This design comes from an exercise in tuning for a short achievable clock period and few clock cycles on the open sky130 flow, not from production work.
In this exercise RTL edits were held to simulation tests only and were not proved equivalent to the original.
Power and IR drop assume default switching activity.

## config.mk

```make
export PLATFORM = sky130hd
export DESIGN_NAME = cpu
export DESIGN_NICKNAME = cpu
export VERILOG_FILES = /design/flow/design.v
export SDC_FILE = /design/flow/constraint.sdc
export NUM_CORES = 4
export LEC_CHECK = 0
export ABC_CLOCK_PERIOD_IN_PS = 2000
export CAP_MARGIN = 20
export CORE_MARGIN = 2
export CORE_UTILIZATION = 40
export SETUP_SLACK_MARGIN = 4
export SLEW_MARGIN = 20
```

## constraint.sdc

```tcl
create_clock -name core_clock -period 6.0 [get_ports {clock}]
set_input_delay 1.2000 -clock core_clock [delete_from_list [all_inputs] [get_ports {clock}]]
set_output_delay 1.2000 -clock core_clock [all_outputs]
set_load 0.01 [all_outputs]
```

## design.v

```verilog
`timescale 1ns / 10ps
module cpu(clock, reset, imem_addr, imem_rdata, dmem_addr, dmem_we, dmem_wdata, dmem_rdata);
	input clock;
	input reset;
	output[11:0] imem_addr;
	input[15:0] imem_rdata;
	output[10:0] dmem_addr;
	output dmem_we;
	output[15:0] dmem_wdata;
	input[15:0] dmem_rdata;
	integer k;
	reg [10:0] pc;           
	reg [15:0] ir;
	reg        ir_v;         
	reg        x_add, x_sub, x_and, x_or, x_not, x_shl, x_shr;
	reg        x_ld, x_st, x_br;
	reg [1:0]  x_cond;
	reg [5:0]  x_imm;
	reg [2:0]  x_rd;         
	reg        x_alu;        
	reg        x_sh;         
	reg        x_ldw;        
	reg [7:0]  x_alo, x_blo, x_ahi, x_bhi;
	reg        x_fa1, x_fb1;  
	reg        x_fa2, x_fb2;  
	reg [15:0] x_sd;
	reg        x_sf1, x_sf2;  
	reg        x_pred;
	reg [10:0] x_base;       
	reg        x_kill;       
	reg        y_add, y_sub, y_and, y_or, y_not, y_shl, y_shr;
	reg        y_ld, y_st, y_br;
	reg        y_c0, y_c1, y_c2;  
	reg        y_zlo;        
	reg [5:0]  y_imm;
	reg [2:0]  y_rd;
	reg [7:1]  y_wo;         
	reg        y_alu, y_sh, y_ldw;
	reg [7:0]  y_lo;         
	reg        y_c, y_bc;    
	reg [7:0]  y_alo, y_blo, y_ahi, y_bhi;
	reg [10:0] y_addr;
	reg [15:0] y_sd;
	reg        y_pred;
	reg        y_late;       
	reg [10:0] y_base;
	reg [7:1]  w_wo;
	reg [15:0] w_val;
	reg [15:0] rf [1:7];
	wire [3:0] op  = ir[15:12];
	wire [2:0] f_rd  = ir[11:9];
	wire [2:0] f_rs1 = ir[8:6];
	wire [2:0] f_rs2 = ir[5:3];
	wire rr     = ir_v && (op >= 4'd1) && (op <= 4'd8);       
	wire d_addi = ir_v && op == 4'd9;
	wire d_ld   = ir_v && op == 4'd10;
	wire d_st   = ir_v && op == 4'd11;
	wire d_brop = op == 4'd12;
	wire d_inv  = ir_v && ((op == 4'd0) || (op >= 4'd13) || (d_brop && (f_rd[2] || (f_rd[1] && f_rd[0])))
		|| (((op >= 4'd1) && (op <= 4'd8)) && (ir[2:0] != 3'b0)));
	wire d_br   = ir_v && d_brop && !d_inv;
	wire d_sh   = ir_v && (op >= 4'd6) && (op <= 4'd8);
	wire d_wr   = rr || d_addi || d_ld;             
	wire use1   = ir_v && (op >= 4'd1) && (op <= 4'd12);
	wire use2   = rr && (op != 4'd5);
	wire [15:0] imm = {{10{ir[5]}}, ir[5:0]};
	wire d_pred = d_br && (ir[5] || (f_rs1 == 3'd0 && ir[10:9] != 2'd1));
	wire x_w = x_rd != 3'd0 && !x_kill;
	wire y_w = y_rd != 3'd0;
	wire p1_1 = x_w && f_rs1 == x_rd;
	wire p1_2 = x_w && f_rs2 == x_rd;
	wire p1_3 = x_w && f_rd  == x_rd;
	wire p2_1 = !p1_1 && y_w && f_rs1 == y_rd;
	wire p2_2 = !p1_2 && y_w && f_rs2 == y_rd;
	wire p2_3 = !p1_3 && y_w && f_rd  == y_rd;
	wire stall = (use1 && p1_1 && (x_sh || x_ldw || d_ld || d_st)) ||
	             (use2 && p1_2 && (x_sh || x_ldw));
	wire [8:0] sum_lo  = {1'b0, x_alo} + {1'b0, x_blo};
	wire [8:0] diff_lo = {1'b0, x_alo} + {1'b0, ~x_blo} + 9'd1;
	wire [7:0] log_lo  = ({8{x_and}} & (x_alo & x_blo)) |
	                     ({8{x_or}}  & (x_alo | x_blo)) |
	                     ({8{x_not}} & ~x_alo);
	wire [7:0] res_lo  = ({8{x_add}} & sum_lo[7:0]) | ({8{x_sub}} & diff_lo[7:0]) | log_lo;
	wire [2:0] ah0 = x_ahi[2:0] + x_bhi[2:0];
	wire [2:0] ah1 = {ah0[2] ^ (ah0[1] & ah0[0]), ah0[1] ^ ah0[0], ~ah0[0]};
	wire [2:0] addr_hi = sum_lo[8] ? ah1 : ah0;
	wire [15:0] ya = {y_ahi, y_alo};
	wire [15:0] yb = {y_bhi, y_blo};
	wire [7:0] sum_hi  = y_ahi + y_bhi + {7'b0, y_c};
	wire [7:0] diff_hi = y_ahi + ~y_bhi + {7'b0, y_bc};
	wire [7:0] log_hi  = ({8{y_and}} & (y_ahi & y_bhi)) |
	                     ({8{y_or}}  & (y_ahi | y_bhi)) |
	                     ({8{y_not}} & ~y_ahi);
	wire [7:0] res_hi  = ({8{y_add}} & sum_hi) | ({8{y_sub}} & diff_hi) | log_hi;
	wire        big = |y_bhi | |y_blo[7:4];
	wire [15:0] shl = big ? 16'd0 : (ya << y_blo[3:0]);
	wire [15:0] shr = big ? 16'd0 : (ya >> y_blo[3:0]);
	wire [15:0] shres = ({16{y_shl}} & shl) | ({16{y_shr}} & shr);
	wire [15:0] wb = ({16{y_alu}} & {res_hi, y_lo}) | ({16{y_sh}} & shres) |
	                 ({16{y_ldw}} & dmem_rdata);
	wire a_zero = y_zlo && y_ahi == 8'd0;
	wire a_neg  = y_ahi[7];
	wire tk1 = y_br && (y_c0 || y_c2);                       
	wire tk0 = y_br && ((y_c1 && !a_neg) || (y_c2 && a_neg));  
	wire [10:0] y_tgt = y_base + {{5{y_imm[5]}}, y_imm};
	reg [10:0] y_fall;
	always @* begin
		y_fall[0] = ~y_base[0];
		for (k = 1; k < 11; k = k + 1)
			y_fall[k] = y_base[k] ^ (&(y_base | ~((11'd1 << k) - 11'd1)));
	end
	wire [10:0] nx1 = tk1 ? y_tgt : y_fall;
	wire [10:0] nx0 = tk0 ? y_tgt : y_fall;
	wire rd1 = y_br && (y_late || (tk1 != y_pred));
	wire rd0 = y_br && (y_late || (tk0 != y_pred));
	wire redirect = a_zero ? rd1 : rd0;
	wire squash   = redirect && !y_late;
	assign dmem_addr  = y_addr;
	assign dmem_we    = y_st;
	assign dmem_wdata = y_sd;
	reg [10:0] pc_inc;
	always @* begin
		pc_inc[0] = ~pc[0];
		for (k = 1; k < 11; k = k + 1)
			pc_inc[k] = pc[k] ^ (&(pc | ~((11'd1 << k) - 11'd1)));
	end
	wire [10:0] d_tgt = pc + {{5{ir[5]}}, ir[5:0]};
	wire [10:0] pc_norm = (stall || d_inv) ? pc : d_pred ? d_tgt : pc_inc;
	wire [10:0] pc_next = a_zero ? (rd1 ? nx1 : pc_norm) : (rd0 ? nx0 : pc_norm);
	assign imem_addr = {pc, 1'b0};
	wire [15:0] rv [0:7];
	assign rv[0] = 16'd0;
	genvar g;
	generate for (g = 1; g < 8; g = g + 1) begin : rvg
		assign rv[g] = w_wo[g] ? w_val : rf[g];
	end endgenerate
	wire [15:0] r1 = rv[f_rs1];
	wire [15:0] r2 = rv[f_rs2];
	wire [15:0] r3 = rv[f_rd];
	wire y_alu_lo = y_alu;       
	wire [7:0] a_lo =
		({8{p1_1 & x_add}} & sum_lo[7:0]) | ({8{p1_1 & x_sub}} & diff_lo[7:0]) |
		({8{p1_1 & (x_and | x_or | x_not)}} & log_lo) |
		({8{p2_1 & y_alu_lo}} & y_lo) | ({8{p2_1 & y_sh}} & shres[7:0]) |
		({8{p2_1 & y_ldw}} & dmem_rdata[7:0]) |
		({8{~p1_1 & ~p2_1}} & r1[7:0]);
	wire [7:0] b_lo =
		({8{rr & p1_2 & x_add}} & sum_lo[7:0]) | ({8{rr & p1_2 & x_sub}} & diff_lo[7:0]) |
		({8{rr & p1_2 & (x_and | x_or | x_not)}} & log_lo) |
		({8{rr & p2_2 & y_alu_lo}} & y_lo) | ({8{rr & p2_2 & y_sh}} & shres[7:0]) |
		({8{rr & p2_2 & y_ldw}} & dmem_rdata[7:0]) |
		({8{rr & ~p1_2 & ~p2_2}} & r2[7:0]) |
		({8{~rr}} & imm[7:0]);
	wire [2:0] y_hi3 = ({3{y_alu}} & res_hi[2:0]) | ({3{y_sh}} & shres[10:8]) |
	                   ({3{y_ldw}} & dmem_rdata[10:8]);
	wire [7:0] a_hi = {r1[15:11], p2_1 ? y_hi3 : r1[10:8]};
	wire [7:0] b_hi = rr ? r2[15:8] : imm[15:8];
	wire y_log = y_and | y_or | y_not;
	always @(posedge clock) begin
		if (reset) begin
			pc <= 11'd0;
			ir <= 16'h0000;      
			ir_v <= 1'b1;
			x_add <= 1'b0; x_sub <= 1'b0; x_and <= 1'b0; x_or <= 1'b0;
			x_not <= 1'b0; x_shl <= 1'b0; x_shr <= 1'b0;
			x_ld <= 1'b0; x_st <= 1'b0; x_br <= 1'b0;
			x_rd <= 3'd0; x_alu <= 1'b0; x_sh <= 1'b0; x_ldw <= 1'b0; x_kill <= 1'b0;
			y_add <= 1'b0; y_sub <= 1'b0; y_and <= 1'b0; y_or <= 1'b0;
			y_not <= 1'b0; y_shl <= 1'b0; y_shr <= 1'b0;
			y_ld <= 1'b0; y_st <= 1'b0; y_br <= 1'b0;
			y_rd <= 3'd0; y_wo <= 7'd0; y_alu <= 1'b0; y_sh <= 1'b0; y_ldw <= 1'b0;
			w_wo <= 7'd0;
		end else begin
			pc <= pc_next;
			if (squash) begin
				ir_v <= 1'b0;
			end else if (!stall) begin
				ir <= imem_rdata;
				ir_v <= 1'b1;
			end
			x_kill <= squash;
			if (stall) begin
				x_add <= 1'b0; x_sub <= 1'b0; x_and <= 1'b0; x_or <= 1'b0;
				x_not <= 1'b0; x_shl <= 1'b0; x_shr <= 1'b0;
				x_ld <= 1'b0; x_st <= 1'b0; x_br <= 1'b0;
				x_rd <= 3'd0; x_alu <= 1'b0; x_sh <= 1'b0; x_ldw <= 1'b0;
			end else begin
				x_add <= (ir_v && op == 4'd1) || d_addi || d_ld || d_st;
				x_sub <= ir_v && op == 4'd2;
				x_and <= ir_v && op == 4'd3;
				x_or  <= ir_v && op == 4'd4;
				x_not <= ir_v && op == 4'd5;
				x_shl <= ir_v && op == 4'd6;
				x_shr <= ir_v && (op == 4'd7 || op == 4'd8);
				x_ld  <= d_ld;
				x_st  <= d_st;
				x_br  <= d_br;
				x_rd  <= d_wr ? f_rd : 3'd0;
				x_alu <= d_wr && !d_ld && !d_sh && f_rd != 3'd0;
				x_sh  <= d_sh && f_rd != 3'd0;
				x_ldw <= d_ld && f_rd != 3'd0;
			end
			y_add <= x_add; y_sub <= x_sub; y_and <= x_and; y_or <= x_or;
			y_not <= x_not; y_shl <= x_shl; y_shr <= x_shr;
			y_ld <= x_ld && !x_kill; y_st <= x_st && !x_kill; y_br <= x_br && !x_kill;
			y_rd <= x_kill ? 3'd0 : x_rd;
			y_wo <= x_kill ? 7'd0 : (8'd1 << x_rd) >> 1;
			y_alu <= x_alu && !x_kill; y_sh <= x_sh && !x_kill; y_ldw <= x_ldw && !x_kill;
			w_wo <= y_wo;
			for (k = 1; k < 8; k = k + 1)
				if (w_wo[k])
					rf[k] <= w_val;
		end
		x_cond <= ir[10:9];
		x_imm  <= ir[5:0];
		x_alo  <= a_lo;
		x_blo  <= b_lo;
		x_ahi  <= a_hi;
		x_bhi  <= b_hi;
		x_fa1  <= p1_1;
		x_fb1  <= rr && p1_2;
		x_sd   <= r3;
		x_sf1  <= p1_3;
		x_sf2  <= p2_3;
		x_fa2  <= p2_1;
		x_fb2  <= rr && p2_2;
		x_pred <= d_pred;
		x_base <= pc;
		y_c0   <= x_cond == 2'd0;
		y_c1   <= x_cond == 2'd1;
		y_c2   <= x_cond[1];
		y_zlo  <= x_alo == 8'd0;
		y_imm  <= x_imm;
		y_lo   <= res_lo;
		y_c    <= sum_lo[8];
		y_bc   <= diff_lo[8];
		y_alo  <= x_alo;
		y_blo  <= x_blo;
		y_ahi  <= ({8{x_fa1 & y_add}} & sum_hi) | ({8{x_fa1 & y_sub}} & diff_hi) |
		          ({8{x_fa1 & y_log}} & log_hi) | ({8{x_fa2}} & w_val[15:8]) |
		          ({8{~x_fa1 & ~x_fa2}} & x_ahi);
		y_bhi  <= ({8{x_fb1 & y_add}} & sum_hi) | ({8{x_fb1 & y_sub}} & diff_hi) |
		          ({8{x_fb1 & y_log}} & log_hi) | ({8{x_fb2}} & w_val[15:8]) |
		          ({8{~x_fb1 & ~x_fb2}} & x_bhi);
		y_addr <= {addr_hi, sum_lo[7:0]};
		y_sd   <= x_sf1 ? wb : x_sf2 ? w_val : x_sd;
		y_pred <= x_pred;
		y_late <= redirect;
		y_base <= a_zero ? (rd1 ? nx1 : x_base) : (rd0 ? nx0 : x_base);
		w_val  <= wb;
	end
endmodule
```

## run.sh

```bash
#!/bin/bash
# synth_recipe.tcl (not shown) runs the flow's synth.tcl, then flattens the netlist and writes it again
# the make line also repeats each setting of config.mk as NAME=value (left out here)
make -C /OpenROAD-flow-scripts/flow DESIGN_CONFIG=/design/flow/config.mk WORK_HOME=/design/flow/orfs CLKGATE_MAP_FILE= SYNTH_SCRIPT=/design/flow/synth_recipe.tcl finish
```

==> impl_metrics.tcl, run 1 <==
set metrics [dict create \
    detailed_place_hpwl_um 44100 \
    postSynthAreaPerCell_um2 9.80 \
    fin_crit_share_pct 40.5 \
    drt_first_iter_violations 2536 \
    drcViolationCount 0 \
    series_of_cell_instances_along_the_critical_path "ha_4, inv_2, fa_2, nor2b_4, o31ai_4, a21oi_4, a2111oi_4, buf_4, nand3b_1, o2111a_1, o32ai_1" \
    clock_tree_from_tritoncts "done" \
    final-hold-violation-count 0 \
    number_of_synthesized_flops_with_an_enable_pin 112 \
    worst_ir_drop_vdd_uv 163 \
    setup-violations-final 0 \
    worstSkewPairLatency_ns 0.57 \
    crit_path_launch "y_base[0]" \
    route.detailed.wl_per_inst_um 24.7 \
    hold_class "flop to flop" \
    synth_to_final_area_change_pct 34.2 \
    port_buffers 72 \
    critPathLaunchType "flop" \
    sequential_cell_area_mm2 0.00869 \
    power.share.combinational_pct 25.3 \
    fp-row-count 82 \
    synth_area_mm2 0.0205 \
    pwr-share-seq_pct 41.0 \
    post-place-cells 2713 \
    grt_pass1_wl_um 110000 \
    worst_slew_pin_slew_ns 0.847 \
    wirelength_um 74100 \
    syn-instance-count 2090 \
    clock-sinks 367 \
    crit_type "flop to flop" \
    final_max_slew_viol_count 0 \
    finalSetupTns_ns 0 \
    status "complete, no violations" \
    cts_root_buffer "sky130_fd_sc_hd__clkbuf_16" \
    synth.net_count 2212 \
    yosys_most_used_dff "sky130_fd_sc_hd__dfxtp_1" \
    powerDensity_mw_per_mm2 268 \
    synth_seq_area_share_pct 41.3 \
    dr_total_vias 18300 \
    skew_ns 0.0172 \
    insertedDiodeCount 0 \
    portion_of_total_power_attributed_to_the_clock_network_pct 33.7 \
    layout_common_cells "165 x sky130_fd_sc_hd__dfxtp_1, 151 x sky130_fd_sc_hd__nor2_1, 150 x sky130_fd_sc_hd__nand2_1" \
    placement.setup.worst_slack_ns 2.42 \
    timing.hold.worst.start "x_imm[2]" \
    number_of_non_filler_instances_in_the_completed_layout 3001 \
    effective_utilization_at_floorplan_pct 40.7 \
    layout_commonest_cell "sky130_fd_sc_hd__dfxtp_1" \
    die_w_um 230 \
    biggest_cell_delay_along_the_critical_path_ns 0.46 \
    place.gp.congestion 0.919 \
    first_global_vias 17700 \
    net-switching-power_mw 2.23 \
    fin_crit_ns 2.43 \
    data_arrival_time_of_the_critical_path_ns 2.90 \
    drt_pre_antenna_iters 10 \
    final.setup.worst_slack_ns 3.57 \
    antenna_found_initial 0 \
    drt-vias-per-instance 6.10 \
    number_of_levels_the_h_tree_was_split_into 2 \
    number_of_register_bits_inferred_by_synthesis 367 \
    crit_fanout 2 \
    synth-warning-count 2 \
    rsz0062_at_grt "true" \
    synthArstFlopShare_pct 0 \
    worst_ep_required_time_ns 6.47 \
    static-leakage-power_nw 10.7 \
    fp.dieH_um 230 \
    crit_path_end_kind "flop" \
    cts.hold.buffers_added 0 \
    max_clock_freq_mhz 411 \
    worst_setup_hold_path_clk_slew_ns 0.07 \
    die_area_mm2 0.0531 \
    detail-route-antenna-nets 0 \
    final_nets 2423 \
    layout-drive-gt1-share_pct 35.9 \
    yosysUniqueCellTypes 89 \
    grt_usage_pct 26.8 \
    grt_max_degree 61 \
    cts_max_path_buffers 3 \
    relSlewSlack_pct 43.5 \
    n_fill_cell 4138 \
    cap_violations 0 \
    multi_input_comb_area_mm2 0.0125 \
    r2r_start "y_base[0]" \
    internal-power_mw 5.14 \
    boundaryPins 74 \
    core_area_mm2 0.0504 \
    grt_overflow_total 0 \
    power_switching_share_pct 30.2 \
    cts_buffers 40 \
    crit_path_top_delay_cell "sky130_fd_sc_hd__a2111oi_4" \
]
power by group through the flow:
stage	clock network, mW	registers (mW)	logic (mW)
5_1_grt	2.60	3.04	1.98
4_1_cts	2.51	3.00	1.69
3_5_place_dp	0	3.06	1.36
2_1_floorplan	0	2.96	1.01
6_report	2.48	3.02	1.86
3_3_place_gp	0	3.06	1.34
cells in the mapped netlist, types with 12 or more instances:
library cell	n	share of area (%)
sky130_fd_sc_hd__o211ai_1	35	1.3
sky130_fd_sc_hd__a22oi_1	40	1.5
sky130_fd_sc_hd__a21oi_1	123	3.0
sky130_fd_sc_hd__nand3_1	19	0.46
sky130_fd_sc_hd__buf_2	29	0.71
sky130_fd_sc_hd__nor3_1	30	0.73
sky130_fd_sc_hd__a221oi_1	46	2.0
sky130_fd_sc_hd__buf_1	19	0.35
sky130_fd_sc_hd__edfxtp_1	112	16
sky130_fd_sc_hd__ha_1	79	4.8
sky130_fd_sc_hd__o22ai_1	22	0.67
sky130_fd_sc_hd__nand2_1	163	3.0
sky130_fd_sc_hd__a31oi_1	14	0.43
sky130_fd_sc_hd__and2_1	18	0.55
sky130_fd_sc_hd__nor4_1	14	0.43
sky130_fd_sc_hd__inv_1	130	2.4
sky130_fd_sc_hd__a21o_1	15	0.55
sky130_fd_sc_hd__mux2i_1	89	4.3
sky130_fd_sc_hd__a211oi_1	32	1.2
sky130_fd_sc_hd__nor2_1	169	3.1
sky130_fd_sc_hd__nor2b_1	34	1.0
sky130_fd_sc_hd__o21ai_1	16	0.39
sky130_fd_sc_hd__clkbuf_1	94	1.7
sky130_fd_sc_hd__o21ai_0	83	2.0
sky130_fd_sc_hd__xor2_1	25	1.1
sky130_fd_sc_hd__mux2_2	82	4.5
sky130_fd_sc_hd__xnor2_1	28	1.2
sky130_fd_sc_hd__and3_1	17	0.52
sky130_fd_sc_hd__mux4_2	47	5.2
sky130_fd_sc_hd__a221o_1	12	0.59
sky130_fd_sc_hd__nand2b_1	25	0.76
sky130_fd_sc_hd__dfxtp_1	255	25
sky130_fd_sc_hd__o221ai_1	13	0.56
registers in the layout, summed over array words and instances, names as in the netlist, 8 cells and up:
| signal | count |
|---|---|
| ir | 16 |
| pc | 11 |
| rf | 112 |
| w_val | 16 |
| x_ahi | 8 |
| x_alo | 8 |
| x_base | 11 |
| x_bhi | 8 |
| x_blo | 8 |
| x_sd | 16 |
| y_addr | 11 |
| y_ahi | 8 |
| y_alo | 8 |
| y_base | 11 |
| y_bhi | 8 |
| y_blo | 8 |
| y_lo | 8 |
| y_sd | 16 |
metal layers:
layer	part of all wire (%)	vias to the layer above	wire length (µm)	track usage, %
li1	-	8131	-	-
met1	41	8965	30200	35.6
met2	46	1024	34000	42.8
met3	9.0	191	6680	5.03
met4	4.4	0	3240	11.4
met5	0	-	0	0
path summary, 6_finish.rpt:
path / to / slack (ns) / cells after the start
worst max register to register: pc[10] / 3.57 / 11
worst max-delay path: pc[10] / 3.57 / 11
worst min-delay path: y_imm[2] / 0.33 / 0
worst min register to register: y_imm[2] / 0.33 / 0
kinds of logic (layout without fill, tap and decap cells):
kind of cell               Yosys count  count (layout)  share of synthesized area, %
and+or+nand+nor                    523             524                          11.9
DFF                                367             367                          41.3
other                                1               1                        0.0183
xor gates and xnor gates            53              53                          2.27
buffers and inverters              288             526                          5.73
AOI/OAI and AO/OA                  545             545                          18.3
muxes                              225             225                          14.8
adders and majority gates           88              88                          5.70
timing repair:
| item | CTS | global route |
|---|---|---|
| setup endpoints to repair | 318 | 212 |
| pin swaps | 98 | 89 |
| buffers inserted | 148 | 46 |
| cloned | 20 | 4 |
| gates resized for setup | 533 | 166 |
through the flow:
stage | cell area [µm²] | power (mW) | hold slack [ns] | util, %
2_1_floorplan | 20900 | 3.96 | 0.309 | -
3_3_place_gp | 22000 | 4.40 | 0.315 | 43.6
3_5_place_dp | 22000 | 4.42 | 0.313 | 43.6
4_1_cts | 26400 | 7.21 | 0.328 | 52.4
5_1_grt | 27500 | 7.62 | 0.331 | 54.6
6_report | 27500 | 7.36 | 0.327 | 54.6
cell type report:
| type | instances | share of cell area [%] |
|---|---|---|
| sequential | 367 | 31.6 |
| timing repair buffer | 316 | 13.0 |
| multi-input combinational | 1436 | 45.6 |
| clock buffer | 55 | 4.14 |
| tap | 672 | 3.06 |
| clock inverter | 15 | 0.578 |
| inverter | 138 | 1.99 |
| timing repair inverter | 2 | 0.0546 |
critical path: cells and delay by family, from the launching register on:
kind	cells	cell delay, ns
flip-flops	1	0.34
adder cells (fa/ha/maj)	2	0.40
AND/OR/NAND/NOR	2	0.14
buffers and inverters	2	0.25
AO/OA/AOI/OAI	5	1.22
Testbench counts, summed over its fixed seeds: cycles 63,595.
==> run 2, diff against run 1 <==
--- a/design.v
+++ b/design.v
@@ -29,2 +29,3 @@
 	reg [10:0] x_base;       
+	reg [10:0] x_tgt;        
 	reg        x_kill;       
@@ -46,2 +47,3 @@
 	reg [10:0] y_base;
+	reg [10:0] y_tgt;        
 	reg [7:1]  w_wo;
@@ -104,3 +106,2 @@
 	wire tk0 = y_br && ((y_c1 && !a_neg) || (y_c2 && a_neg));  
-	wire [10:0] y_tgt = y_base + {{5{y_imm[5]}}, y_imm};
 	reg [10:0] y_fall;
@@ -111,2 +112,6 @@
 	end
+	wire [10:0] x_off = {{5{x_imm[5]}}, x_imm};
+	wire [10:0] lt_t;
+	ks_add11 lt_u(.a(y_tgt), .b(x_off), .s(lt_t));
+	wire [10:0] lt_f = y_fall + x_off;
 	wire [10:0] nx1 = tk1 ? y_tgt : y_fall;
@@ -174,8 +179,8 @@
 			pc <= pc_next;
-			if (squash) begin
+			if (!stall)
+				ir <= imem_rdata;
+			if (squash)
 				ir_v <= 1'b0;
-			end else if (!stall) begin
-				ir <= imem_rdata;
+			else if (!stall)
 				ir_v <= 1'b1;
-			end
 			x_kill <= squash;
@@ -228,2 +233,3 @@
 		x_base <= pc;
+		x_tgt  <= d_tgt;
 		y_c0   <= x_cond == 2'd0;
@@ -245,3 +251,9 @@
 		y_addr <= {addr_hi, sum_lo[7:0]};
-		y_sd   <= x_sf1 ? wb : x_sf2 ? w_val : x_sd;
+		y_sd[15:8] <= ({8{x_sf1 & y_alu & y_add}} & sum_hi) | ({8{x_sf1 & y_alu & y_sub}} & diff_hi) |
+		              ({8{x_sf1 & y_alu & y_log}} & log_hi) | ({8{x_sf1 & y_sh}} & shres[15:8]) |
+		              ({8{x_sf1 & y_ldw}} & dmem_rdata[15:8]) | ({8{x_sf2}} & w_val[15:8]) |
+		              ({8{~x_sf1 & ~x_sf2}} & x_sd[15:8]);
+		y_sd[7:0]  <= ({8{x_sf1 & y_alu}} & y_lo) | ({8{x_sf1 & y_sh}} & shres[7:0]) |
+		              ({8{x_sf1 & y_ldw}} & dmem_rdata[7:0]) | ({8{x_sf2}} & w_val[7:0]) |
+		              ({8{~x_sf1 & ~x_sf2}} & x_sd[7:0]);
 		y_pred <= x_pred;
@@ -249,2 +261,3 @@
 		y_base <= a_zero ? (rd1 ? nx1 : x_base) : (rd0 ? nx0 : x_base);
+		y_tgt  <= a_zero ? (rd1 ? (tk1 ? lt_t : lt_f) : x_tgt) : (rd0 ? (tk0 ? lt_t : lt_f) : x_tgt);
 		w_val  <= wb;
@@ -252 +265,39 @@
 endmodule
+module ks_add11(a, b, s);
+	input [10:0] a, b;
+	output [10:0] s;
+	wire [10:0] p = a ^ b;
+	wire [10:0] g0 = a & b;
+	wire [10:0] t0 = a | b;
+	wire [10:0] g1, t1, g2, t2, g3, t3, g4;
+	genvar i;
+	generate for (i = 0; i < 11; i = i + 1) begin : pre
+		if (i >= 1) begin : l1
+			assign g1[i] = g0[i] | (t0[i] & g0[i-1]);
+			assign t1[i] = t0[i] & t0[i-1];
+		end else begin : l1c
+			assign g1[i] = g0[i];
+			assign t1[i] = t0[i];
+		end
+		if (i >= 2) begin : l2
+			assign g2[i] = g1[i] | (t1[i] & g1[i-2]);
+			assign t2[i] = t1[i] & t1[i-2];
+		end else begin : l2c
+			assign g2[i] = g1[i];
+			assign t2[i] = t1[i];
+		end
+		if (i >= 4) begin : l3
+			assign g3[i] = g2[i] | (t2[i] & g2[i-4]);
+			assign t3[i] = t2[i] & t2[i-4];
+		end else begin : l3c
+			assign g3[i] = g2[i];
+			assign t3[i] = t2[i];
+		end
+		if (i >= 8) begin : l4
+			assign g4[i] = g3[i] | (t3[i] & g3[i-8]);
+		end else begin : l4c
+			assign g4[i] = g3[i];
+		end
+	end endgenerate
+	assign s = p ^ {g4[9:0], 1'b0};
+endmodule
==> impl_metrics.tcl, run 2 <==
set metrics [dict create \
    status "complete, no violations" \
    worst_ir_drop_vdd_uv 170 \
    number_of_synthesized_flops_with_an_enable_pin 112 \
    die_w_um 236 \
    worst-r2r-cell-count 10 \
    timing.hold.worst.start "x_pred" \
    synth_to_final_area_change_pct 36.3 \
    final_max_slew_viol_count 0 \
    clock_tree_from_tritoncts "done" \
    drt_pre_antenna_iters 6 \
    grt_overflow_total 0 \
    yosysUniqueCellTypes 82 \
    crit_fanout 4 \
    cts_root_buffer "sky130_fd_sc_hd__clkbuf_16" \
    busiest_layer "met2" \
    synth-warning-count 2 \
    max_reg_flops 112 \
    fp.dieH_um 236 \
    use_met3_pct 6.17 \
    synthArstFlopShare_pct 0 \
    r2r_start "y_ahi[0]" \
    crit_path_end_kind "flop" \
    top_register "rf" \
    sequential_cell_area_mm2 0.00900 \
    grt_util_met1_pct 34.8 \
    grt_usage_pct 26.8 \
    crit_path_top_delay_cell "sky130_fd_sc_hd__fa_2" \
    synth_seq_area_share_pct 40.8 \
    fin_crit_ns 2.50 \
    number_of_register_bits_inferred_by_synthesis 383 \
    syn-instance-count 2271 \
    worst_hold_slack_ns 0.327 \
    final-hold-violation-count 0 \
    first_global_vias 19000 \
    critPathLaunchType "flop" \
    drt-vias-per-instance 5.97 \
    synth.net_count 2413 \
    setup-violations-final 0 \
    cap_violations 0 \
    r2r-end "y_sd[14]" \
    synth_area_leaders "sky130_fd_sc_hd__dfxtp_1 25%, sky130_fd_sc_hd__edfxtp_1 16%, sky130_fd_sc_hd__ha_1 5.7%, sky130_fd_sc_hd__mux4_2 4.3%, sky130_fd_sc_hd__mux2i_1 4.1%" \
    synthDominantAreaCellType "sky130_fd_sc_hd__dfxtp_1" \
    clock-sinks 383 \
    ys_top_cells_by_count "271 x sky130_fd_sc_hd__dfxtp_1, 200 x sky130_fd_sc_hd__nand2_1, 166 x sky130_fd_sc_hd__nor2_1, 152 x sky130_fd_sc_hd__inv_1, 137 x sky130_fd_sc_hd__a21oi_1" \
    skew_ns 0.0277 \
    core_area_mm2 0.0535 \
    final_nets 2660 \
    grt_pass1_wl_um 116000 \
    drt_first_iter_violations 2104 \
    yosys_most_used_dff "sky130_fd_sc_hd__dfxtp_1" \
    rsz0062_at_grt "true" \
    multi_input_comb_area_mm2 0.0135 \
    fin_crit_share_pct 41.6 \
    worst_hold_path.num_cells 0 \
    fp-row-count 85 \
    n_fill_cell 4497 \
    post-synth-top-count-cell "sky130_fd_sc_hd__dfxtp_1" \
    biggest_cell_delay_along_the_critical_path_ns 0.38 \
    cpMostUsedCell "sky130_fd_sc_hd__fa_2" \
    cts_buffers 45 \
    die_area_mm2 0.0557 \
    timing.reg2reg.setup_slack_ns 3.50 \
    static-leakage-power_nw 11.6 \
    place.gp.congestion 0.892 \
    port_buffers 72 \
    hold_class "flop to flop" \
    worst_setup_hold_path_clk_slew_ns 0.06 \
    layout_commonest_cell "sky130_fd_sc_hd__dfxtp_1" \
    met2_usage_pct 42.7 \
    relSlewSlack_pct 21.5 \
    grt_max_degree 55 \
    postSynthAreaPerCell_um2 9.48 \
    wirelength_um 77700 \
    detailed_place_hpwl_um 48600 \
    route.detailed.wl_per_inst_um 23.9 \
    data_arrival_time_of_the_critical_path_ns 3.02 \
    worst_ep_required_time_ns 6.52 \
    series_of_cell_instances_along_the_critical_path "fa_2, inv_2, fa_2, nand2b_4, a21oi_4, o21ai_1, nor3b_2, o32a_1, o211ai_1, a21o_1" \
    effective_utilization_at_floorplan_pct 40.2 \
    min_to "y_pred" \
    layout-drive-gt1-share_pct 36.1 \
    yosys.area.top_type_share_pct 25.2 \
    cts_max_path_buffers 3 \
    layout_common_cells "190 x sky130_fd_sc_hd__dfxtp_1, 178 x sky130_fd_sc_hd__buf_4, 176 x sky130_fd_sc_hd__nand2_1" \
    boundaryPins 74 \
    cts.hold.buffers_added 0 \
    powerDensity_mw_per_mm2 276 \
    crit_type "flop to flop" \
    finalSetupTns_ns 0 \
    dr_total_vias 19400 \
    max_clock_freq_mhz 400 \
    antenna_found_initial 3 \
    synth_area_mm2 0.0215 \
    worstSkewPairLatency_ns 0.59 \
    drcViolationCount 0 \
    number_of_levels_the_h_tree_was_split_into 2 \
    worst_slew_pin_slew_ns 1.16 \
    detail-route-antenna-nets 0 \
]
## run 2: cell count changes after synthesis, sizes merged, moves of 11 or more
cell and change:
a211oi -15, a21o +19, a21oi +14, a221oi -21, a22o +17, a22oi +21, dfxtp +16, ha +19
inv +17, mux4 -11, nand2 +37, o21ai +37, o22ai +26, xnor2 +15
## run 2: layout make-up
type	instances	share of cell area, %
multi-input cells	1577	46.0
flip-flops and latches	383	30.7
clock buffers	60	4.56
inverters	159	2.16
clock inverters	23	1.02
diodes	1	0.00853
repair buffers	351	12.6
repair inverters	1	0.0256
well taps	696	2.97
## run 2: power breakdown
group / switching (mW) / internal, mW
clock network: 1.16 / 1.83
logic: 1.05 / 0.937
registers: 0.217 / 2.90
## run 2: worst max path at each step
stage | startpoint | endpoint | slack, ns | cells past startpoint
global placement | reset | rf[2][8] | 2.81 | 4
global route | y_bhi[0] | y_sd[14] | 3.46 | 11
detailed placement | reset | rf[6][8] | 2.78 | 4
CTS | y_ahi[0] | y_sd[14] | 3.56 | 10
finish | y_ahi[0] | y_sd[14] | 3.50 | 10
floorplan | reset | pc[3] | 2.51 | 4
## run 2: what timing repair did
item,4_1_cts,5_1_grt
resized for setup,559,217
setup buffers,184,54
gates cloned,14,1
endpoints found under the setup margin,334,197
pin swaps,112,103
## run 2: through the flow
stage	power, mW	area (µm²)	cells	utilization, %	setup slack, ns
4_1_cts	7.90	27900	3195	52.1	3.56
3_5_place_dp	4.60	23100	2914	43.2	2.78
2_1_floorplan	4.14	22100	2271	-	2.51
6_report	8.10	29300	3251	54.8	3.50
5_1_grt	8.39	29300	3251	54.8	3.46
3_3_place_gp	4.57	23100	2914	43.2	2.81
## run 2: logic make-up (layout without fill, tap and decap cells)
logic type	Yosys count	in the layout	synth area share (%)
DFF	383	383	40.8
and+or+nand+nor	556	559	11.8
AOI/OAI and AO/OA	640	640	20.0
muxes	205	205	12.4
xor gates and xnor gates	64	64	2.60
adders and majority gates	108	108	6.63
buffers and inverters	314	594	5.75
other	1	2	0.0174
## run 2: layer usage
layer / vias up / part of all wire, %
met2: 913 / 46
met3: 226 / 8.6
li1: 8762 / -
met5: - / 0.015
met1: 9516 / 41
met4: 2 / 4.7
## run 2: critical path: cells and delay by family (launching register included)
family / cells / cell delay (ns)
AO/OA/AOI/OAI: 5 / 1.06
AND/OR/NAND/NOR: 2 / 0.33
buffers and inverters: 1 / 0.05
flip-flops: 1 / 0.37
adder cells (fa/ha/maj): 2 / 0.63
Testbench counts of run 2, summed over its fixed seeds: cycles 63,595.
==> run 3, diff against run 2 <==
--- a/design.v
+++ b/design.v
@@ -115,3 +115,3 @@
 	ks_add11 lt_u(.a(y_tgt), .b(x_off), .s(lt_t));
-	wire [10:0] lt_f = y_fall + x_off;
+	wire [10:0] lt_f = y_base + x_off + 11'd1;
 	wire [10:0] nx1 = tk1 ? y_tgt : y_fall;
==> impl_metrics.tcl, run 3 <==
set metrics [dict create \
    status "complete, no violations" \
    relSlewSlack_pct 49.0 \
    finalSetupTns_ns 0 \
    grt_pass1_wl_um 118000 \
    synth_area_mm2 0.0216 \
    crit_type "flop to flop" \
    synthDominantAreaCellType "sky130_fd_sc_hd__dfxtp_1" \
    grt_usage_pct 27.5 \
    cts_root_buffer "sky130_fd_sc_hd__clkbuf_16" \
    fin_crit_share_pct 40.4 \
    grt_max_degree 49 \
    r2r-end "pc[9]" \
    synth-warning-count 2 \
    antenna_found_initial 4 \
    cts.hold.buffers_added 0 \
    drcViolationCount 0 \
    ys_top_cells_by_count "271 x sky130_fd_sc_hd__dfxtp_1, 222 x sky130_fd_sc_hd__nand2_1, 157 x sky130_fd_sc_hd__nor2_1, 152 x sky130_fd_sc_hd__inv_1, 149 x sky130_fd_sc_hd__a21oi_1" \
    worstSkewPairLatency_ns 0.60 \
    syn-instance-count 2293 \
    core_area_mm2 0.0537 \
    number_of_synthesized_flops_with_an_enable_pin 112 \
    yosys.area.top_type_share_pct 25.1 \
    clock_tree_from_tritoncts "done" \
    synth_to_final_area_change_pct 35.7 \
    detailed_place.area_mm2 0.0231 \
    cts_buffers 44 \
    post-synth-top-count-cell "sky130_fd_sc_hd__dfxtp_1" \
    detailed_place_hpwl_um 50000 \
    drt-vias-per-instance 6.13 \
    critPathLaunchType "flop" \
    fp.dieH_um 237 \
    first_global_vias 19000 \
    route.detailed.wl_per_inst_um 24.9 \
    final_nets 2650 \
    final_max_slew_viol_count 0 \
    synth_seq_area_share_pct 40.6 \
    layout-drive-gt1-share_pct 37.3 \
    grt_overflow_total 0 \
    drt_pre_antenna_iters 7 \
    detail-route-antenna-nets 0 \
    crit_path_end_kind "flop" \
    timing.reg2reg.setup_slack_ns 3.58 \
    worst-r2r-cell-count 11 \
    skew_ns 0.0391 \
    min_to "y_pred" \
    postLayoutCellArea_mm2 0.0294 \
    postSynthAreaPerCell_um2 9.44 \
    max_clock_freq_mhz 413 \
    drt_first_iter_violations 2263 \
    die_w_um 237 \
    worst_ir_drop_vdd_uv 195 \
    data_arrival_time_of_the_critical_path_ns 2.88 \
    max_reg_flops 112 \
    cap_violations 0 \
    effective_utilization_at_floorplan_pct 40.3 \
    synth_area_leaders "sky130_fd_sc_hd__dfxtp_1 25%, sky130_fd_sc_hd__edfxtp_1 16%, sky130_fd_sc_hd__ha_1 5.7%, sky130_fd_sc_hd__mux4_2 4.5%, sky130_fd_sc_hd__mux2_2 4.4%" \
    dr_total_vias 19900 \
    boundaryPins 74 \
    fin_crit_ns 2.42 \
    setup-violations-final 0 \
    place.gp.congestion 0.951 \
    hold_class "flop to flop" \
    yosys_most_used_dff "sky130_fd_sc_hd__dfxtp_1" \
    yosysUniqueCellTypes 85 \
    layout_commonest_cell "sky130_fd_sc_hd__dfxtp_1" \
    final-hold-violation-count 0 \
    worst_hold_path.num_cells 0 \
    synthArstFlopShare_pct 0 \
    port_buffers 72 \
    r2r_start "ir[13]" \
    worst_setup_hold_path_clk_slew_ns 0.06 \
    worst_ep_required_time_ns 6.46 \
    wirelength_um 80800 \
    cts_max_path_buffers 3 \
    layout_common_cells "192 x sky130_fd_sc_hd__dfxtp_1, 182 x sky130_fd_sc_hd__nand2_1, 146 x sky130_fd_sc_hd__buf_4" \
    static-leakage-power_nw 11.5 \
    rsz0062_at_grt "true" \
    powerDensity_mw_per_mm2 280 \
    number_of_levels_the_h_tree_was_split_into 2 \
    power_after_layout_mw 8.23 \
    top_register "rf" \
    crit_fanout 7 \
    fp-row-count 85 \
    worst_slew_pin_slew_ns 0.764 \
    timing.hold.worst.start "x_pred" \
    synth.net_count 2435 \
    die_area_mm2 0.0560 \
    clock-sinks 383 \
    number_of_register_bits_inferred_by_synthesis 383 \
]
## run 3: changes by cell type in the layout (fill, tap and decap cells not counted), sizes merged, moves of 11 or more
cell	before	now
o21ai	137	118
a21o	34	21
nand2	200	222
mux2i	89	69
o22ai	48	35
nor4	8	19
a21oi	137	149
a221oi	28	39
xor2	21	32
buf	313	274
## run 3: critical path, stage by stage, from the launching register on
cell                       delay, ns
sky130_fd_sc_hd__dfxtp_4        0.35
sky130_fd_sc_hd__buf_4          0.15
sky130_fd_sc_hd__buf_4          0.14
sky130_fd_sc_hd__nor3_1         0.38
sky130_fd_sc_hd__a21boi_0       0.38
sky130_fd_sc_hd__o21a_2         0.26
sky130_fd_sc_hd__buf_4          0.13
sky130_fd_sc_hd__nor3_4         0.04
sky130_fd_sc_hd__buf_12         0.13
sky130_fd_sc_hd__a31oi_1        0.17
sky130_fd_sc_hd__a21o_1         0.11
sky130_fd_sc_hd__a31oi_1        0.08
## run 3: kinds of logic (layout without fill, tap and decap cells)
group / count (synthesis) / after routing / synth area share [%]
xor+xnor: 66 / 66 / 2.67
mux: 197 / 197 / 12.1
compound gates: 618 / 618 / 19.3
simple gates: 606 / 610 / 13.0
other cells: 1 / 3 / 0.0173
flops: 383 / 383 / 40.6
fa+ha+maj: 108 / 108 / 6.59
buf+inv: 314 / 561 / 5.69
## run 3: report_power, final
group	switching, mW	internal, mW
Sequential	0.226	2.91
Combinational	1.16	1.01
Clock	1.18	1.75
## run 3: area by class of cell
class	count	area, µm²
Clock inverter	24	268
Inverter	159	658
Fill cell	4440	24300
Multi-Input combinational cell	1600	13700
Sequential cell	383	9010
Clock buffer	58	1330
Timing Repair Buffer	320	3530
Tap cell	696	871
Antenna cell	2	5.00
## run 3: per-layer routing
metal / routed length (µm) / track usage (%) / part of all wire (%)
met1: 32700 / 36.2 / 40
met2: 36800 / 43.6 / 46
met3: 7200 / 4.93 / 8.9
met4: 4120 / 13.3 / 5.1
met5: 23 / 0 / 0.028
## run 3: worst max-delay path by stage
stage / from / endpoint / slack [ns]
final: ir[13] / pc[9] / 3.58
after global routing: ir[13] / pc[9] / 3.49
after global placement: reset / rf[1][8] / 2.44
after CTS: pc[0] / pc[10] / 3.60
after detailed placement: reset / rf[3][8] / 2.40
after floorplan: reset / x_alu / 2.60
## run 3: repair_timing
item | in CTS | in global routing
buffers inserted | 156 | 45
resized for setup | 647 | 210
pin swaps | 121 | 103
endpoints found under the setup margin | 327 | 227
cloned | 16 | 5
## run 3: metrics by stage
| step | cells | utilization (%) | worst slack (ns) | hold WS (ns) |
|---|---|---|---|---|
| global route | 3241 | 54.7 | 3.49 | 0.358 |
| CTS | 3190 | 52.3 | 3.60 | 0.332 |
| global placement | 2936 | 43.0 | 2.44 | 0.316 |
| finish | 3242 | 54.7 | 3.58 | 0.353 |
| detailed placement | 2936 | 43.0 | 2.40 | 0.316 |
| floorplan | 2293 | - | 2.60 | 0.310 |
Testbench counts of run 3, summed over its fixed seeds: cycles 63,595.
==> run 4, diff against run 3 <==
--- a/config.mk
+++ b/config.mk
@@ -11,3 +11,3 @@
 export CORE_UTILIZATION = 40
-export SETUP_SLACK_MARGIN = 4
+export SETUP_SLACK_MARGIN = 3.5
 export SLEW_MARGIN = 20
==> impl_metrics.tcl, run 4 <==
set metrics [dict create \
    status "complete, no violations" \
    rsz0062_at_grt "true" \
    boundaryPins 74 \
    final-hold-violation-count 0 \
    clock-sinks 383 \
    fin_crit_share_pct 41.3 \
    fp.dieH_um 237 \
    grt_usage_pct 25.0 \
    worst_hold_slack_ns 0.328 \
    core_area_mm2 0.0537 \
    dominant_combinational_cell_family_by_area_after_synthesis "compound AO/OA/AOI/OAI gates" \
    crit_path_end_kind "flop" \
    first_global_vias 17400 \
    ys_top_cells_by_count "271 x sky130_fd_sc_hd__dfxtp_1, 222 x sky130_fd_sc_hd__nand2_1, 157 x sky130_fd_sc_hd__nor2_1, 152 x sky130_fd_sc_hd__inv_1, 149 x sky130_fd_sc_hd__a21oi_1" \
    syn-instance-count 2293 \
    worst_slew_pin_slew_ns 1.03 \
    cts_root_buffer "sky130_fd_sc_hd__clkbuf_16" \
    synthAdderAreaFrac_pct 6.59 \
    synthArstFlopShare_pct 0 \
    synth_area_leaders "sky130_fd_sc_hd__dfxtp_1 25%, sky130_fd_sc_hd__edfxtp_1 16%, sky130_fd_sc_hd__ha_1 5.7%, sky130_fd_sc_hd__mux4_2 4.5%, sky130_fd_sc_hd__mux2_2 4.4%" \
    power_after_layout_mw 7.55 \
    setup-violations-final 0 \
    yosysUniqueCellTypes 85 \
    relSlewSlack_pct 31.1 \
    multi_input_comb_area_mm2 0.0121 \
    drcViolationCount 0 \
    cap_violations 0 \
    fin_crit_ns 2.48 \
    worst_setup_hold_path_clk_slew_ns 0.06 \
    hold_class "flop to flop" \
    effective_utilization_at_floorplan_pct 40.3 \
    top_register "rf" \
    skew_ns 0.0197 \
    n_fill_cell 4959 \
    grt_max_degree 68 \
    final_nets 2477 \
    postLayoutCellArea_mm2 0.0254 \
    critPathLaunchType "flop" \
    grt_overflow_total 0 \
    synth_seq_area_share_pct 40.6 \
    layout_commonest_cell "sky130_fd_sc_hd__dfxtp_1" \
    static-leakage-power_nw 9.98 \
    worst-r2r-cell-count 9 \
    yosys_most_used_dff "sky130_fd_sc_hd__dfxtp_1" \
    crit_fanout 4 \
    synthMuxAreaShare_pct 12.1 \
    post-place-cells 2935 \
    postSynthAreaPerCell_um2 9.44 \
    crit_type "flop to flop" \
    die_area_mm2 0.0560 \
    timing.reg2reg.setup_slack_ns 3.52 \
    synth_area_mm2 0.0216 \
    number_of_register_bits_inferred_by_synthesis 383 \
    synth-warning-count 2 \
    worstSkewPairLatency_ns 0.59 \
    worst_ir_drop_vdd_uv 212 \
    yosys.area.top_type_share_pct 25.1 \
    drt-vias-per-instance 6.02 \
    compound_gate_fraction_of_synth_area_pct 19.3 \
    synth.net_count 2435 \
    drt_first_iter_violations 2308 \
    place.gp.congestion 0.969 \
    finalSetupTns_ns 0 \
    cts.hold.buffers_added 0 \
    synth_to_final_area_change_pct 17.3 \
    max_reg_flops 112 \
    dr_total_vias 18500 \
    sequential_cell_area_mm2 0.00890 \
    fp-row-count 85 \
    worst_hold_path.num_cells 0 \
    cts_max_path_buffers 3 \
    number_of_levels_the_h_tree_was_split_into 2 \
    post-synth-top-count-cell "sky130_fd_sc_hd__dfxtp_1" \
    data_arrival_time_of_the_critical_path_ns 2.91 \
    yosys.area_share.simple_pct 13.0 \
    worst_ep_required_time_ns 6.43 \
    detailed_place_hpwl_um 50000 \
    cts_buffers 44 \
    powerDensity_mw_per_mm2 298 \
    wirelength_um 71800 \
    antenna_found_initial 0 \
    clock_tree_from_tritoncts "done" \
    route.detailed.wl_per_inst_um 23.4 \
    detail-route-antenna-nets 0 \
    final_max_slew_viol_count 0 \
    detailed_place.area_mm2 0.0228 \
    grt_pass1_wl_um 108000 \
    number_of_synthesized_flops_with_an_enable_pin 112 \
    port_buffers 72 \
    die_w_um 237 \
    synthDominantAreaCellType "sky130_fd_sc_hd__dfxtp_1" \
    layout-drive-gt1-share_pct 18.8 \
    drt_pre_antenna_iters 9 \
    max_clock_freq_mhz 403 \
    layout_common_cells "222 x sky130_fd_sc_hd__dfxtp_1, 218 x sky130_fd_sc_hd__nand2_1, 151 x sky130_fd_sc_hd__nor2_1" \
    synth_xor_xnor_area_share_pct 2.67 \
    number_of_non_filler_instances_in_the_completed_layout 3067 \
]
-- run 4: final timing paths --
kind	startpoint	to
setup / recovery	x_alo[0]	x_blo[2]
hold / removal	x_pred	y_pred
setup reg to reg	x_alo[0]	x_blo[2]
hold reg to reg	x_pred	y_pred
-- run 4: critical path, cell delays in order, from the launching register on --
cell                       delay [ns]
sky130_fd_sc_hd__dfxtp_2         0.34
sky130_fd_sc_hd__inv_2           0.10
sky130_fd_sc_hd__ha_4            0.15
sky130_fd_sc_hd__inv_1           0.05
sky130_fd_sc_hd__fa_2            0.42
sky130_fd_sc_hd__a221oi_1        0.29
sky130_fd_sc_hd__o21ai_1         0.23
sky130_fd_sc_hd__and3_1          0.24
sky130_fd_sc_hd__a221oi_1        0.31
sky130_fd_sc_hd__o21ai_1         0.20
-- run 4: what timing repair did --
item / 4_1_cts / 5_1_grt
endpoints found under the hold margin: 0 / 0
gates cloned: 2 / 0
pin swaps: 13 / 22
setup buffers: 22 / 26
setup endpoints to repair: 222 / 104
resized for setup: 171 / 95
-- run 4: cells by family after synthesis --
group           after synthesis
compound gates              618
xor+xnor                     66
fa+ha+maj                   108
buf+inv                     314
flops                       383
mux                         197
other cells                   1
simple gates                606
-- run 4: metal layers --
layer	up-vias	global-route usage [%]	wire [µm]
li1	8447	-	-
met2	878	38.1	31400
met5	-	0	0
met3	158	4.46	6240
met4	0	9.19	2700
met1	8990	35.5	31400
-- run 4: layout make-up --
class	count	share of cell area (%)
Antenna cell	1	0.00986
Clock inverter	18	0.927
Clock buffer	63	4.97
Timing Repair Buffer	149	5.37
Tap cell	696	3.43
Sequential cell	383	35.1
Inverter	159	2.41
Multi-Input combinational cell	1598	47.8
-- run 4: stage by stage --
step / setup WS, ns / util [%]
after detailed placement: 2.43 / 42.5
after global routing: 3.44 / 47.3
after global placement: 2.55 / 42.5
final: 3.52 / 47.3
after CTS: 3.48 / 46.3
after floorplan: 2.60 / -
-- run 4: power breakdown --
part | switching (mW) | internal [mW]
Combinational | 0.954 | 0.693
Sequential | 0.219 | 2.90
Clock | 1.14 | 1.65
Total | 2.31 | 5.24
==> run 5, diff against run 4 <==
--- a/config.mk
+++ b/config.mk
@@ -11,3 +11,3 @@
 export CORE_UTILIZATION = 40
-export SETUP_SLACK_MARGIN = 3.5
+export SETUP_SLACK_MARGIN = 5
 export SLEW_MARGIN = 20
==> impl_metrics.tcl, run 5 <==
set metrics [dict create \
    status "complete, no violations" \
    synth_area_leaders "sky130_fd_sc_hd__dfxtp_1 25%, sky130_fd_sc_hd__edfxtp_1 16%, sky130_fd_sc_hd__ha_1 5.7%, sky130_fd_sc_hd__mux4_2 4.5%, sky130_fd_sc_hd__mux2_2 4.4%" \
    insertedDiodeCount 0 \
    final_max_slew_viol_count 0 \
    critical_path.top_delay_family "compound AO/OA/AOI/OAI gates" \
    drt_first_iter_violations 3047 \
    core_area_mm2 0.0537 \
    synth_area_mm2 0.0216 \
    worst_hold_slack_ns 0.345 \
    power_after_layout_mw 8.82 \
    worst_slew_pin_slew_ns 1.00 \
    max_clock_freq_mhz 405 \
    fin_crit_share_pct 41.1 \
    grt_max_degree 35 \
    antenna_found_initial 0 \
    detailed_place_hpwl_um 50900 \
    relSlewSlack_pct 33.2 \
    drcViolationCount 0 \
    final-hold-violation-count 0 \
    postSynthAreaPerCell_um2 9.44 \
    wirelength_um 100000 \
    crit_path_end_kind "flop" \
    data_arrival_time_of_the_critical_path_ns 2.96 \
    boundaryPins 74 \
    clock-sinks 383 \
    ys_top_cells_by_count "271 x sky130_fd_sc_hd__dfxtp_1, 222 x sky130_fd_sc_hd__nand2_1, 157 x sky130_fd_sc_hd__nor2_1, 152 x sky130_fd_sc_hd__inv_1, 149 x sky130_fd_sc_hd__a21oi_1" \
    detailed_place.area_mm2 0.0243 \
    first_global_vias 21600 \
    number_of_register_bits_inferred_by_synthesis 383 \
    synth.net_count 2435 \
    number_of_levels_the_h_tree_was_split_into 2 \
    synthDominantAreaCellType "sky130_fd_sc_hd__dfxtp_1" \
    grt_pass1_wl_um 139000 \
    fin_crit_ns 2.47 \
    crit_type "flop to flop" \
    yosys.area.top_type_share_pct 25.1 \
    postLayoutCellArea_mm2 0.0348 \
    syn-instance-count 2293 \
    worstSkewPairLatency_ns 0.61 \
    port_buffers 72 \
    crit_path_top_delay_cell "sky130_fd_sc_hd__a221oi_1" \
    yosysUniqueCellTypes 85 \
    cts_buffers 46 \
    crit_buf_inv 2 \
    cpMostUsedCell "sky130_fd_sc_hd__buf_12" \
    powerDensity_mw_per_mm2 253 \
    fp.dieH_um 237 \
    synth_seq_area_share_pct 40.6 \
    detail-route-antenna-nets 0 \
    route.detailed.wl_per_inst_um 28.6 \
    biggest_cell_delay_along_the_critical_path_ns 0.63 \
    crit_fanout 7 \
    layout_common_cells "243 x sky130_fd_sc_hd__buf_4, 174 x sky130_fd_sc_hd__nand2_1, 171 x sky130_fd_sc_hd__buf_6" \
    yosys_most_used_dff "sky130_fd_sc_hd__dfxtp_1" \
    synthArstFlopShare_pct 0 \
    final_nets 2909 \
    finalSetupTns_ns 0 \
    worst_setup_hold_path_clk_slew_ns 0.06 \
    setup-violations-final 0 \
    layout-drive-gt1-share_pct 52.2 \
    clock_tree_from_tritoncts "done" \
    hold_class "flop to flop" \
    drt_pre_antenna_iters 9 \
    die_area_mm2 0.0560 \
    multi_input_comb_area_mm2 0.0157 \
    finalCoreUtilization_pct 64.8 \
    worst_ir_drop_vdd_uv 240 \
    top_register "rf" \
    grt_overflow_total 0 \
    series_of_cell_instances_along_the_critical_path "buf_12, buf_12, mux2_4, nor2_1, a21oi_1, a221oi_1, a211oi_1, a21o_1" \
    sequential_cell_area_mm2 0.00906 \
    n_fill_cell 3696 \
    static-leakage-power_nw 13.8 \
    drt-vias-per-instance 6.45 \
    place.gp.congestion 0.941 \
    layout_commonest_cell "sky130_fd_sc_hd__buf_4" \
    critPathLaunchType "flop" \
    synth-warning-count 2 \
    fp-row-count 85 \
    post-synth-top-count-cell "sky130_fd_sc_hd__dfxtp_1" \
    die_w_um 237 \
    number_of_synthesized_flops_with_an_enable_pin 112 \
    cts_max_path_buffers 3 \
    cts_root_buffer "sky130_fd_sc_hd__clkbuf_16" \
    effective_utilization_at_floorplan_pct 40.3 \
    skew_ns 0.0183 \
    cap_violations 0 \
    grt_usage_pct 32.8 \
    rsz0062_at_grt "true" \
    max_reg_flops 112 \
    synth_to_final_area_change_pct 60.9 \
    dr_total_vias 22600 \
    worst_ep_required_time_ns 6.50 \
]
-- run 5: cell families (layout without fill, tap and decap cells) --
family / after synthesis / after routing / share of synthesized area, %
flops: 383 / 383 / 40.6
compound gates: 618 / 618 / 19.3
xor+xnor: 66 / 66 / 2.67
fa+ha+maj: 108 / 108 / 6.59
other cells: 1 / 1 / 0.0173
mux: 197 / 197 / 12.1
simple gates: 606 / 610 / 13.0
buf+inv: 314 / 820 / 5.69
-- run 5: repair_timing --
action / in CTS / in global routing
buffers inserted: 305 / 132
setup endpoints to repair: 495 / 493
gates resized for setup: 857 / 318
gates cloned: 44 / 1
pin swaps: 178 / 147
hold buffers: 0 / 0
-- run 5: routing by layer --
layer | track usage (%) | wire (µm)
met3 | 9.20 | 11000
met2 | 51.5 | 44800
met4 | 20.4 | 8490
met5 | 0 | 0
met1 | 39.8 | 35800
-- run 5: report_power, final --
part	total (mW)	switching (mW)	internal (mW)
clock network	2.92	1.22	1.70
logic	2.73	1.40	1.33
registers	3.17	0.256	2.91
-- run 5: path summary, 6_finish.rpt --
check	cells past startpoint	end	slack, ns	start
setup / recovery	8	x_ahi[0]	3.53	w_wo[2]
hold / removal	0	y_pred	0.34	x_pred
setup reg to reg	8	x_ahi[0]	3.53	w_wo[2]
hold reg to reg	0	y_pred	0.34	x_pred
-- run 5: layout make-up --
type | count | area share (%)
clock buffers | 65 | 3.87
clock inverters | 19 | 0.568
inverters | 159 | 1.97
well taps | 696 | 2.50
multi-input cells | 1600 | 45.0
flip-flops and latches | 383 | 26.0
repair buffers | 577 | 20.0
-- run 5: stage by stage --
step	std cells	setup slack, ns
2_1_floorplan	2293	2.60
3_3_place_gp	2933	2.91
3_5_place_dp	2933	2.86
4_1_cts	3366	3.63
5_1_grt	3499	3.53
6_report	3499	3.53
==> run 6, diff against run 5 <==
--- a/config.mk
+++ b/config.mk
@@ -10,4 +10,4 @@
 export CORE_MARGIN = 2
-export CORE_UTILIZATION = 40
-export SETUP_SLACK_MARGIN = 5
+export CORE_UTILIZATION = 30
+export SETUP_SLACK_MARGIN = 4
 export SLEW_MARGIN = 20
==> impl_metrics.tcl, run 6 <==
set metrics [dict create \
    status "complete, no violations" \
    effective_utilization_at_floorplan_pct 30.3 \
    r2r_start "ir[0]" \
    place.gp.congestion 0.908 \
    post-place-cells 3188 \
    die_area_mm2 0.0743 \
    number_of_levels_the_h_tree_was_split_into 2 \
    detailed_place.area_mm2 0.0234 \
    number_of_synthesized_flops_with_an_enable_pin 112 \
    drt_pre_antenna_iters 6 \
    yosysUniqueCellTypes 85 \
    data_arrival_time_of_the_critical_path_ns 2.90 \
    final-hold-violation-count 0 \
    layout-drive-gt1-share_pct 38.2 \
    synth.net_count 2435 \
    n_fill_cell 6607 \
    final_max_slew_viol_count 0 \
    clock-sinks 383 \
    clock_tree_from_tritoncts "done" \
    cts_buffers 42 \
    worst_hold_path.num_cells 0 \
    crit_fanout 5 \
    worstSkewPairLatency_ns 0.58 \
    multi_input_comb_area_mm2 0.0139 \
    route.detailed.wl_per_inst_um 23.1 \
    yosys.area.top_type_share_pct 25.1 \
    worst_ir_drop_vdd_uv 173 \
    synth_to_final_area_change_pct 37.2 \
    synthDominantAreaCellType "sky130_fd_sc_hd__dfxtp_1" \
    layout_commonest_cell "sky130_fd_sc_hd__dfxtp_1" \
    drcViolationCount 0 \
    powerDensity_mw_per_mm2 272 \
    yosys_most_used_dff "sky130_fd_sc_hd__dfxtp_1" \
    synth_area_leaders "sky130_fd_sc_hd__dfxtp_1 25%, sky130_fd_sc_hd__edfxtp_1 16%, sky130_fd_sc_hd__ha_1 5.7%, sky130_fd_sc_hd__mux4_2 4.5%, sky130_fd_sc_hd__mux2_2 4.4%" \
    syn-instance-count 2293 \
    r2r-end "pc[10]" \
    dr_total_vias 19800 \
    detail-route-antenna-nets 0 \
    hold_class "flop to flop" \
    worst-r2r-cell-count 9 \
    worst_slew_pin_slew_ns 0.874 \
    detailed_place_hpwl_um 51300 \
    boundaryPins 74 \
    timing.reg2reg.setup_slack_ns 3.59 \
    number_of_register_bits_inferred_by_synthesis 383 \
    final_nets 2666 \
    cts.hold.buffers_added 0 \
    port_buffers 72 \
    worst_setup_hold_path_clk_slew_ns 0.06 \
    fp.dieH_um 273 \
    relSlewSlack_pct 41.0 \
    grt_overflow_total 0 \
    fin_crit_ns 2.41 \
    core_area_mm2 0.0715 \
    post-synth-top-count-cell "sky130_fd_sc_hd__dfxtp_1" \
    worst_hold_slack_ns 0.335 \
    sequential_cell_area_mm2 0.00902 \
    die_w_um 273 \
    skew_ns 0.0302 \
    timing.hold.worst.start "x_pred" \
    drt-vias-per-instance 5.63 \
    max_clock_freq_mhz 415 \
    synth_area_mm2 0.0216 \
    finalSetupTns_ns 0 \
    synth_seq_area_share_pct 40.6 \
    static-leakage-power_nw 11.4 \
    fin_crit_share_pct 40.2 \
    cap_violations 0 \
    synthArstFlopShare_pct 0 \
    setup-violations-final 0 \
    postSynthAreaPerCell_um2 9.44 \
    drt_first_iter_violations 1978 \
    finalCoreUtilization_pct 41.5 \
    synth-warning-count 2 \
    wirelength_um 81100 \
    ys_top_cells_by_count "271 x sky130_fd_sc_hd__dfxtp_1, 222 x sky130_fd_sc_hd__nand2_1, 157 x sky130_fd_sc_hd__nor2_1, 152 x sky130_fd_sc_hd__inv_1, 149 x sky130_fd_sc_hd__a21oi_1" \
    fp-row-count 98 \
    layout_common_cells "187 x sky130_fd_sc_hd__dfxtp_1, 183 x sky130_fd_sc_hd__nand2_1, 157 x sky130_fd_sc_hd__buf_4" \
    grt_max_degree 60 \
    grt_pass1_wl_um 117000 \
    crit_path_launch "ir[0]" \
    grt_usage_pct 20.3 \
    first_global_vias 18800 \
    worst_ep_required_time_ns 6.49 \
    max_reg_flops 112 \
    critPathLaunchType "flop" \
    cts_root_buffer "sky130_fd_sc_hd__clkbuf_16" \
    number_of_non_filler_instances_in_the_completed_layout 3509 \
    cts_max_path_buffers 3 \
    crit_type "flop to flop" \
    antenna_found_initial 1 \
    min_to "y_pred" \
    rsz0062_at_grt "true" \
    crit_path_end_kind "flop" \
    postLayoutCellArea_mm2 0.0297 \
    top_register "rf" \
]
[run 6: cell counts after synthesis]
No cell type changed its count.
[run 6: layer usage]
metal	part of all wire (%)	track usage, %	routed length (µm)
met4	4.9	9.28	3960
met5	0.016	0	13
met2	46	32.5	37300
met3	8.4	3.37	6810
met1	41	26.8	33000
[run 6: critical path: stages (launching register included)]
cell and delay [ns]:
sky130_fd_sc_hd__dfxtp_2 0.38, sky130_fd_sc_hd__ha_4 0.19, sky130_fd_sc_hd__fa_2 0.39, sky130_fd_sc_hd__a21oi_2 0.17, sky130_fd_sc_hd__o21a_1 0.21, sky130_fd_sc_hd__o21ai_2 0.08, sky130_fd_sc_hd__xnor2_2 0.16, sky130_fd_sc_hd__a2111oi_2 0.31
sky130_fd_sc_hd__mux2_1 0.35, sky130_fd_sc_hd__o21ai_1 0.10
[run 6: worst max-delay path by stage]
stage,end,slack [ns],depth (start not counted)
finish,pc[10],3.59,9
global route,pc[10],3.51,11
CTS,pc[10],3.58,9
detailed placement,rf[4][11],2.39,5
global placement,rf[4][11],2.45,5
floorplan,x_alu,2.60,4
[run 6: logic make-up (layout without fill, tap and decap cells)]
family | count (synthesis) | in the layout | synth area share [%]
AO/OA/AOI/OAI | 618 | 618 | 19.3
XOR/XNOR | 66 | 66 | 2.67
adder cells (fa/ha/maj) | 108 | 108 | 6.59
buffers and inverters | 314 | 575 | 5.69
flip-flops | 383 | 383 | 40.6
multiplexers | 197 | 197 | 12.1
other | 1 | 2 | 0.0173
AND/OR/NAND/NOR | 606 | 610 | 13.0
[run 6: through the flow]
stage | power [mW] | worst slack, ns
after floorplan | 4.19 | 2.60
after global placement | 4.67 | 2.45
after detailed placement | 4.71 | 2.39
after CTS | 7.72 | 3.58
after global routing | 8.36 | 3.51
final | 8.07 | 3.59
[run 6: cell type report]
type                            count  area share, %
Antenna cell                        1        0.00843
Timing Repair Buffer              338           12.0
Multi-Input combinational cell   1600           46.8
Tap cell                          950           4.00
Inverter                          159           2.18
Sequential cell                   383           30.4
Clock inverter                     16          0.636
Clock buffer                       62           4.03
[run 6: what timing repair did]
action	CTS	global route
cloned	11	6
buffers inserted	139	86
endpoints found under the hold margin	0	0
endpoints found under the setup margin	330	282
pin swaps	122	128
gates resized for setup	625	271
[run 6: power by group]
group / switching (mW) / total, mW / internal [mW]
sequential: 0.233 / 3.14 / 2.91
clock: 1.10 / 2.63 / 1.53
combinational: 1.22 / 2.30 / 1.08

-- port drivers added, routing unchanged --
How much do the figures lean on ideal ports? The routed layouts below were timed once more, with nothing changed but the port constraints.
Step 1 sets driving cells, clkbuf_16 on the clock port and buf_2 on the other inputs (assumed; they add their load-dependent delay and slew).
Step 2, shift: input delay + t, output delay - t, t = (earliest + latest rising clock arrival at the registers) / 2. This alone moves slack from input paths to output paths.
Three values: no drivers, after step 1, after step 2; two values: the first two.
| run | shift t [ns] | slack for setup (ns) | worst register clock-pin slew, ns | worst data-port slew with drivers (ns) |
|---|---|---|---|---|
| run 1 | 0.623 | 3.569 / 3.569 / 3.302 | 0.07 / 0.07 | 0.05 |
| run 2 | 0.637 | 3.501 / 3.501 / 3.195 | 0.07 / 0.07 | 0.10 |
| run 3 | 0.639 | 3.577 / 3.577 / 3.238 | 0.07 / 0.07 | 0.04 |
| run 4 | 0.641 | 3.520 / 3.465 / 3.062 | 0.07 / 0.07 | 0.04 |
| run 5 | 0.659 | 3.533 / 3.533 / 3.232 | 0.07 / 0.07 | 0.06 |
| run 6 | 0.623 | 3.588 / 3.555 / 3.222 | 0.06 / 0.06 | 0.06 |
After both steps setup and hold are still met in every run listed. The setup slack of run 4, which loses most, moves by -0.055 ns with the drivers and by -0.458 ns with both steps.
